This design comes from an exercise in tuning for small area and a short achievable clock period on the open sky130 flow, not from production work. Function was checked by simulation only, so behaviour that the tests miss may differ from the original. Power and IR drop assume default switching activity.

==> onyx: inputs <==
Design regfile, start of the top module:
module regfile(
    input clk,
    input rst,
    input [1:0] writeEn,
    input writeFlag,
    input [3:0] rdReg1,
    output [7:0] rdData1,
    output [7:0] rdData1Lo,
    input [3:0] rdReg2,
    output [7:0] rdData2,
    output [7:0] rdData2Lo,
    input [7:0] flagData,
    output [7:0] rdFlag,
    input [3:0] wrReg,
    input [15:0] wrData
);
==> module regfile, before the edit <==
module regfile(
    input clk,
    input rst,
    input [1:0] writeEn,
    input writeFlag,
    input [3:0] rdReg1,
    output [7:0] rdData1,
    output [7:0] rdData1Lo,
    input [3:0] rdReg2,
    output [7:0] rdData2,
    output [7:0] rdData2Lo,
    input [7:0] flagData,
    output [7:0] rdFlag,
    input [3:0] wrReg,
    input [15:0] wrData
);
    reg [7:0] ev [0:5];    
    reg [7:0] od [0:4];    
    reg [7:0] flags;
    wire single = (writeEn == 2'd1);
    wire pair   = (writeEn == 2'd2);
    wire [2:0] wj = wrReg[3:1];
    wire w0 = wrReg[0];
    wire       ev_hi  = pair & ~w0;
    wire       ev_wr  = (single & ~w0) | pair;
    wire [3:0] ev_idx = (pair & w0) ? ({1'b0, wj} + 4'd1) : {1'b0, wj};
    wire [7:0] ev_d   = ev_hi ? wrData[15:8] : wrData[7:0];
    wire       od_hi  = pair & w0;
    wire       od_wr  = (single & w0) | pair;
    wire [2:0] od_idx = wj;
    wire [7:0] od_d   = od_hi ? wrData[15:8] : wrData[7:0];
    integer k;
    always @(posedge clk) begin
        if (rst) begin
            for (k = 0; k < 6; k = k + 1) ev[k] <= 8'h00;
            for (k = 0; k < 5; k = k + 1) od[k] <= 8'h00;
        end else begin
            for (k = 0; k < 6; k = k + 1)
                if (ev_wr && ev_idx == k) ev[k] <= ev_d;
            for (k = 0; k < 5; k = k + 1)
                if (od_wr && od_idx == k) od[k] <= od_d;
            if (writeFlag) flags <= flagData;
        end
    end
    assign rdFlag = flags;
    function [15:0] rd_pair(input [3:0] a,
                            input [47:0] evf, input [39:0] odf);
        reg [3:0] je;
        reg [2:0] jo;
        reg [7:0] x, y;
        integer i;
        begin
            je = ({1'b0, a[3:1]}) + {3'b000, a[0]};
            jo = a[3:1];
            x = 8'h00;
            y = 8'h00;
            for (i = 0; i < 6; i = i + 1)
                x = x | (evf[8*i +: 8] & {8{je == i}});
            for (i = 0; i < 5; i = i + 1)
                y = y | (odf[8*i +: 8] & {8{jo == i}});
            rd_pair = a[0] ? {y, x} : {x, y};
        end
    endfunction
    wire [47:0] evf = {ev[5], ev[4], ev[3], ev[2], ev[1], ev[0]};
    wire [39:0] odf = {od[4], od[3], od[2], od[1], od[0]};
    assign {rdData1, rdData1Lo} = rd_pair(rdReg1, evf, odf);
    assign {rdData2, rdData2Lo} = rd_pair(rdReg2, evf, odf);
endmodule
export LEC_CHECK = 0
export CAP_MARGIN = 20
export CORE_MARGIN = 2
export CORE_UTILIZATION = 40
export SLEW_MARGIN = 20
create_clock -name core_clock -period 6.0 [get_ports {clk}]
run.sh (not shown) runs the stock make flow with config.mk's settings and CLKGATE_MAP_FILE= SYNTH_SCRIPT=/design/flow/synth_recipe.tcl, a recipe that flattens the netlist after the stock synthesis.
==> yarrow: changes against onyx <==
==> flow/design.v (replaced) <==
`timescale 1ns / 1ns
module regfile(
    input clk,
    input rst, 
    input [1:0] writeEn,
    input writeFlag,
    input [3:0] rdReg1,
    output [7:0] rdData1,
    output [7:0] rdData1Lo,
    input [3:0] rdReg2,
    output [7:0] rdData2,
    output [7:0] rdData2Lo,
    input [7:0] flagData,
    output [7:0] rdFlag,
    input [3:0] wrReg,
    input [15:0] wrData
);
    reg [7:0] regs [10:0];
    reg [7:0] flags;
    assign rdData1 = (rdReg1 < 4'd11) ? regs[rdReg1] : 8'h00;
    assign rdData1Lo = (rdReg1 < 4'd10) ? regs[rdReg1+1] : 8'h00;
    assign rdData2 = (rdReg2 < 4'd11) ? regs[rdReg2] : 8'h00;
    assign rdData2Lo = (rdReg2 < 4'd10) ? regs[rdReg2+1] : 8'h00;
    assign rdFlag = flags;
    always @(posedge clk) begin
        if (rst) begin
            for (int i = 0; i < 11; i=i+1) begin
                regs[i] <= 0;
            end
        end else begin
            case(writeEn)
                1: if (wrReg < 4'd11) regs[wrReg] <= wrData[7:0];
                2: begin
                    if (wrReg < 4'd11) regs[wrReg] <= wrData[15:8];
                    if (wrReg < 4'd10) regs[wrReg+1] <= wrData[7:0];
                end
                default: begin end
            endcase  
            if (writeFlag) begin
                flags <= flagData;
            end
        end
    end
endmodule
==> run summary <==
- Against onyx, the maximum frequency of yarrow is smaller by about 1.3%.
- Against onyx, the non-clock buffer count of yarrow is higher by 3.
- Of yarrow and onyx, yarrow has the higher via count (gap 51%, measured against onyx).
- Of yarrow and onyx, yarrow has the higher global-route usage (gap 2.6 points).
- In yarrow the count of clock-buffer cells in the layout is higher than in onyx, by 6.
- Power: onyx is smaller than yarrow (about 47%).
- Sequential power: yarrow is larger than onyx (about 70%).
- Of onyx and yarrow, yarrow has the higher die area (gap about 38%, measured against yarrow).
- Between onyx and yarrow, the lower worst hold slack is in onyx (gap 0.84 ns).
- onyx ran to the end with no violations. yarrow passed the timing, design-rule and antenna checks.
- In yarrow the first-iteration DRC count is larger than in onyx, by about 90%.
==> figures <==
	yarrow	onyx
Chip Width	158 um	125 um
Total power consumption of the routed design	2.85 mW	1.52 mW
Status	no timing/DRC/antenna violations	no timing/DRC/antenna violations
DIE AREA	25100 um2	15700 um2
Fillers	2058	1370
Switching part of the total	26.3%	27.2%
Number of synthesized register bits	136	96
Post-route met1 wirelength	13.2 mm	8.34 mm
Share of final layout cell area taken by clock buffers and inverters	5.63%	3.94%
Max Clk Rate	0.190 GHz	0.192 GHz
Dpl hpwl	23.8 mm	13.4 mm
Proportion of cell area occupied by multi-input gates	46.1%	51.6%
Combinational cell fraction of total power	19.9%	17.8%
Inverter count of the layout excluding clock inverters	5	10
Drt via density	6.80	6.00
Sequential power share	40.6%	44.8%
Number of sequential cells in the layout	136	96
Number of detailed-routing iterations run before antenna repair	6	5
Core region area	23500 um2	14400 um2
Compound-gate portion of the synthesized area	11.6%	17.0%
Share of layout cells above drive strength 1	18.3%	13.3%

port drivers added, routing unchanged:
The results above use ideal ports. As a check the final layouts listed here were re-extracted and re-timed, cells and wires unchanged.
Step 1 sets driving cells, clkbuf_16 on the clock port and buf_2 on the other inputs (assumed; they add their load-dependent delay and slew).
Step 2, shift: input delay + t, output delay - t, t = (earliest + latest rising clock arrival at the registers) / 2. This alone moves slack from input paths to output paths.
Slacks: ideal ports / drivers / drivers and shift; pairs: ideal ports / drivers.
run | shift t [ns] | setup slack, ns | latest minus earliest clock arrival (ns) | worst slew at a driven data input, ns | cell pins on the clock port's net
onyx | 0.397 | 0.804 / 0.768 / 0.768 | 0.009 / 0.010 | 0.04 | 1
yarrow | 0.458 | 0.734 / 0.703 / 0.703 | 0.006 / 0.006 | 0.04 | 1
After both steps every run listed still meets setup and hold. For onyx, which loses most, drivers alone change the setup slack by -0.036 ns; drivers and shift together by -0.036 ns.
